This design comes from an exercise in tuning for small area and a short achievable clock period on the open sky130 flow, not from production work.
Function was checked by simulation only, so behaviour that the tests miss may differ from the original.

## flow/design.v (module list and top-level ports; edited modules follow where they fit)
// module am_modem: 2704 lines
// module k51_add: 164 lines
// module prod_add: 308 lines
module am_modem(
    input wire clk_pin,
    input wire reset_pin,
    input wire [15:0] carrier,
    input wire [15:0] tone_a,
    input wire [15:0] tone_b,
    output wire [31:0] am_mod,
    output wire [15:0] demod
);
  // ...
==> flow/flow/run.sh <==
#!/bin/bash
# Layout flow: the standard flow (standard.sh) with two changes:
#  - Yosys's generic synth skips its internal ABC pass (SYNTH_ARGS=-noabc), so the full-adder
#    extraction sees the adders as written; registers and their names are unchanged.
#  - ports are buffered with buf_2 cells instead of the default clkdlybuf4s50_1.
# The make output goes to standard.log; ORFS keeps each tool's log under orfs/logs/.
set -uo pipefail
bash standard.sh SYNTH_ARGS=-noabc "BUFFER_PORTS_ARGS=-buffer_cell sky130_fd_sc_hd__buf_2" finish > standard.log 2>&1
status=$?
tail -n 20 standard.log
exit $status
==> flow/standard.sh <==
#!/bin/bash
# synth_recipe.tcl (not shown) runs the flow's synth.tcl, then flattens the netlist and writes it again
# the make line also repeats each setting of config.mk as NAME=value (left out here)
make -C /OpenROAD-flow-scripts/flow DESIGN_CONFIG=/design/flow/config.mk WORK_HOME=/design/flow/orfs CLKGATE_MAP_FILE= SYNTH_SCRIPT=/design/flow/synth_recipe.tcl "${@:-finish}"
==> flow/config.mk <==
export PLATFORM = sky130hd
export DESIGN_NAME = am_modem
export DESIGN_NICKNAME = am_modem
export VERILOG_FILES = /design/flow/design.v
export SDC_FILE = /design/flow/constraint.sdc
export NUM_CORES = 4
export LEC_CHECK = 0
export ABC_AREA = 1
export CAP_MARGIN = 20
export CORE_MARGIN = 2
export CORE_UTILIZATION = 60
export SLEW_MARGIN = 20
export SYNTH_HIERARCHICAL = 1
==> flow/constraint.sdc <==
create_clock -name core_clock -period 60.0 [get_ports {clk_pin}]
set_input_delay 12.0000 -clock core_clock [delete_from_list [all_inputs] [get_ports {clk_pin}]]
set_output_delay 12.0000 -clock core_clock [all_outputs]
set_load 0.01 [all_outputs]
==> impl_metrics.py, run 1 <==
metrics = {
    "run_status": {
        "status": "no timing/DRC/antenna violations",
    },
    "cts": {
        "clk_path_buf_depth": 3,
    },
    "critical_path": {
        "cp_max_fo": 34,
        "critPathMostFrequentCell": "nand2_1",
        "slowest_delay_ns": 0.62,
        "cp.required_ns": 48.00,
    },
    "synth": {
        "async_flop_share": 0,
        "synth_edf_count": 0,
        "ys_types": 63,
        "synth_area_leaders": "fa_1 20%, dfxtp_1 14%, ha_1 9.9%",
    },
    "routing": {
        "ant_nets": 0,
    },
    "finish": {
        "largest_register": "hp",
        "largest_class": "multi-input gates",
        "n_sequential_cell": 209,
        "nNonClkInverters": 615,
        "layout_common_cells": "760 x nand2_1, 544 x inv_1, 309 x nand3_1, 308 x fa_1, 269 x xor2_1",
        "antennaDiodeCount": 0,
        "largest_registers": "hp: 32 flops, env: 31 flops, lp: 31 flops",
    },
    "grt": {
        "grt_pass1_wl_um": 122000,
        "grt_usage": 0.279,
        "grt_max_degree": 50,
    },
    "placed_design": {
        "port_buffers": 97,
    },
    "floorplanning": {
        "rows": 82,
    },
    "sta": {
        "hold_slack_ns": 0.590,
    },
}
==> inputs of run 2 (changes only) <==
==> flow/run.sh (new file) <==
#!/bin/bash
# synth_recipe.tcl (not shown) runs the flow's synth.tcl, then flattens the netlist and writes it again
# the make line also repeats each setting of config.mk as NAME=value (left out here)
make -C /OpenROAD-flow-scripts/flow DESIGN_CONFIG=/design/flow/config.mk WORK_HOME=/design/flow/orfs CLKGATE_MAP_FILE= SYNTH_SCRIPT=/design/flow/synth_recipe.tcl finish
removed: flow/flow/run.sh
removed: flow/standard.sh
==> run 2 against run 1 <==
Critical path depth fell by 3. Critical endpoint is now am_mod[10]. Synthesized area is 0.86% higher. Die area grew 0.84%. Final cell count rose by 2.5%. Routed wire length fell by 6.5%. Non-clock buffer count increased by 1. Largest cell class unchanged. First-iteration DRC count up 3.8%. Sequential share of layout area down 0.33 points. Final area up 2.6%.
==> impl_metrics.py, run 2 <==
metrics = {
    "floorplanning": {
        "die_y_um": 231,
        "die_area_um2": 53400,
        "die_x_um": 231,
        "rows": 83,
        "coreArea_um2": 51200,
        "io_pins": 98,
        "start_util": 0.605,
    },
    "cts": {
        "cts_htree_levels": 1,
        "hold_buffers": 0,
        "cts_root_buf": "clkbuf_16",
        "clkTransAtPathRegs_ns": 0.06,
        "clock_sinks": 209,
        "cts_buffers": 27,
        "postCtsSetupRepairBufs": 0,
        "tritoncts": "yes",
        "clk_path_buf_depth": 3,
        "postCtsResizedCells": 0,
        "insertion_delay_ns": 0.56,
    },
    "critical_path": {
        "start_kind": "flop",
        "cp.arrival_ns": 6.33,
        "critPathCaptureType": "output port",
        "cp_max_fo": 16,
        "cp.required_ns": 48.00,
        "critPathLaunch": "k_r[11]",
        "crit_type": "reg2out",
        "rr_startpoint": "env[2]",
    },
    "routing": {
        "via_count": 25800,
        "ant_nets": 0,
        "drt-total-wl_um": 68200,
        "viasPerCell": 5.30,
        "post_drt_wl_per_cell_um": 14.0,
        "drc": 0,
        "first_pass_iters": 5,
        "first_iter_violations": 1404,
    },
    "placed_design": {
        "dpl_worst_slack_ns": 42.25,
        "hpwlAfterDp_um": 58000,
        "port_buffers": 97,
        "gp_congestion": 0.909,
    },
    "synth": {
        "syn_inst": 4181,
        "synth_edf_count": 0,
        "yosysMostFrequentCell": "nand2_1",
        "synth_top_area_share": 0.196,
        "synth_area_leaders": "fa_1 20%, dfxtp_1 14%, ha_1 9.6%",
        "synthFlopType": "dfxtp_1",
        "synth_seq_area_share": 0.135,
        "yosysWarningCount": 7,
        "ys_types": 76,
        "synth.cell_area_um2": 31000,
        "async_flop_share": 0,
        "netlist_top_cells_count": "773 x nand2_1, 744 x inv_1, 303 x fa_1",
        "ys_ff_latch": 209,
        "synth_area_per_cell_um2": 7.40,
        "synth_area_leader_cell": "fa_1",
    },
    "sta": {
        "fin_crit_sh": 0.305,
        "final.setup.tns_ns": 0,
        "final_hold_viol_count": 0,
        "fmax_ghz": 0.0546,
        "slew_headroom": 0.496,
        "rsz0062_at_grt": "false",
        "fin_skew_ns": 0.0195,
        "worst_slew_pin_slew_ns": 0.737,
        "period_minus_slack_ns": 18.33,
        "setup_viol": 0,
        "setup_slack_ns": 41.67,
        "drv_slew": 0,
    },
    "finish": {
        "largest_register": "hp",
        "layout_commonest_cell": "nand2_1",
        "layout_common_cells": "772 x nand2_1, 744 x inv_1, 303 x fa_1, 288 x nand3_1, 238 x ha_1",
        "largest_registers": "hp: 32 flops, env: 31 flops, lp: 31 flops",
        "drive_above_1_share": 0.104,
        "largest_reg_flops": 32,
        "antennaDiodeCount": 0,
        "nets": 4762,
        "fillers": 4719,
        "area_delta_synth_final_pct": 6.51,
    },
    "grt": {
        "grt_pass1_wl_um": 116000,
        "grt-ovfl-total": 0,
        "grt_pass1_vias": 24500,
        "grt_usage": 0.261,
        "antenna_found_initial": 0,
        "grt_max_degree": 53,
    },
    "flow_run": {
        "maxCapViolCount": 0,
    },
    "hold_path": {
        "hp-class": "reg2reg",
        "min_from": "lp[30]",
    },
    "run_status": {
        "status": "no timing/DRC/antenna violations",
    },
}
run 2: cell count changes in the layout (fill, tap and decap cells not counted), moves of 13 or more:
cell             change
nand3_1             -21
o221ai_1            +13
nand2_2             -16
nor3_1              +21
xor2_1              -44
inv_2               -17
inv_1              +200
nor2_1              -63
xnor2_1             +36
a21oi_1             -14
clkdlybuf4s50_1     +96
buf_2               -96
run 2: final timing paths:
check                                  end  slack, ns  cells past startpoint
worst max-delay path            am_mod[10]      41.67                     18
worst min-delay path                lp[30]       0.59                      2
worst max register to register      lp[30]      45.55                    120
worst min register to register      lp[30]       0.59                      2
run 2: kinds of logic (layout without fill, tap and decap cells):
family                     count (synthesis)  after routing  share of synthesized area
AOI/OAI and AO/OA                        515            515                      0.107
xor gates and xnor gates                 289            289                     0.0820
adders and majority gates                541            541                      0.292
buffers and inverters                    951            960                      0.123
DFF                                      209            209                      0.135
muxes                                      1              1                   0.000364
other                                      2              3                   0.000243
and+or+nand+nor                         1673           1673                      0.260
run 2: through the flow:
step	area, µm²	util	hold slack [ns]	cells
floorplan	31000	-	0.544	4182
global placement	32100	0.626	0.570	4822
detailed placement	32100	0.626	0.576	4822
CTS	33000	0.644	0.594	4871
global route	33000	0.644	0.607	4871
finish	33000	0.644	0.589	4871
run 2: critical path, stage by stage (launching register included):
cell	delay (ns)
dfxtp_1	0.29
inv_1	0.45
o22ai_1	0.20
xor2_1	0.19
fa_1	0.51
fa_1	0.52
inv_1	0.05
fa_1	0.52
inv_1	0.05
fa_1	0.46
ha_1	0.36
nand2_1	0.11
nor3_2	0.20
nand2_2	0.08
nand2_4	0.19
inv_1	0.08
fa_1	0.38
xnor2_1	0.49
clkdlybuf4s50_1	0.64
run 2: modules after synthesis, one instance, submodules excluded:
| module | cell area [µm²] | copies in the design | cells inside |
|---|---|---|---|
| prod_add | 2120 | 1 | 354 |
| am_modem | 27600 | 1 | 3634 |
| k51_add | 1260 | 1 | 193 |
run 2: per-layer routing:
metal | routed length (µm) | vias up | GRT usage
met2 | 32600 | 470 | 0.460
met5 | 0 | - | 0
met4 | 1580 | 0 | 0.0605
li1 | - | 13300 | -
met1 | 31200 | 11900 | 0.346
met3 | 2820 | 88 | 0.0265
run 2: area by class of cell:
class,instances,area (µm²),area share
Tap cell,680,851,0.0258
Multi-Input combinational cell,3022,23000,0.697
Clock inverter,17,179,0.00543
Timing Repair Buffer,102,1000,0.0304
Sequential cell,209,4180,0.127
Clock buffer,32,734,0.0223
Inverter,809,3050,0.0924

-- what the ideal ports hide --
The results above use ideal ports. As a check the final layouts listed here were re-extracted and re-timed, cells and wires unchanged. Step 1, drivers: a clkbuf_16 drives clk_pin and a buf_2 each remaining input, both assumed. Step 2 moves the port delays by t, midway between the first and last clock arrival at a register: inputs arrive t later, outputs are due t later. That takes back most of the time a late clock gives input paths. Slacks: ideal ports / drivers / drivers and shift; pairs: ideal ports / drivers.
| run | t (ns) | setup WS [ns] | clock arrival spread, ns | worst slew at a driven data input, ns | cell pins on the clock port's net |
|---|---|---|---|---|---|
| run 1 | 0.621 | 42.222 / 42.165 / 42.786 | 0.012 / 0.012 | 0.03 | 1 |
| run 2 | 0.606 | 41.674 / 41.616 / 42.222 | 0.020 / 0.020 | 0.07 | 1 |
After both steps every run listed still meets setup and hold.
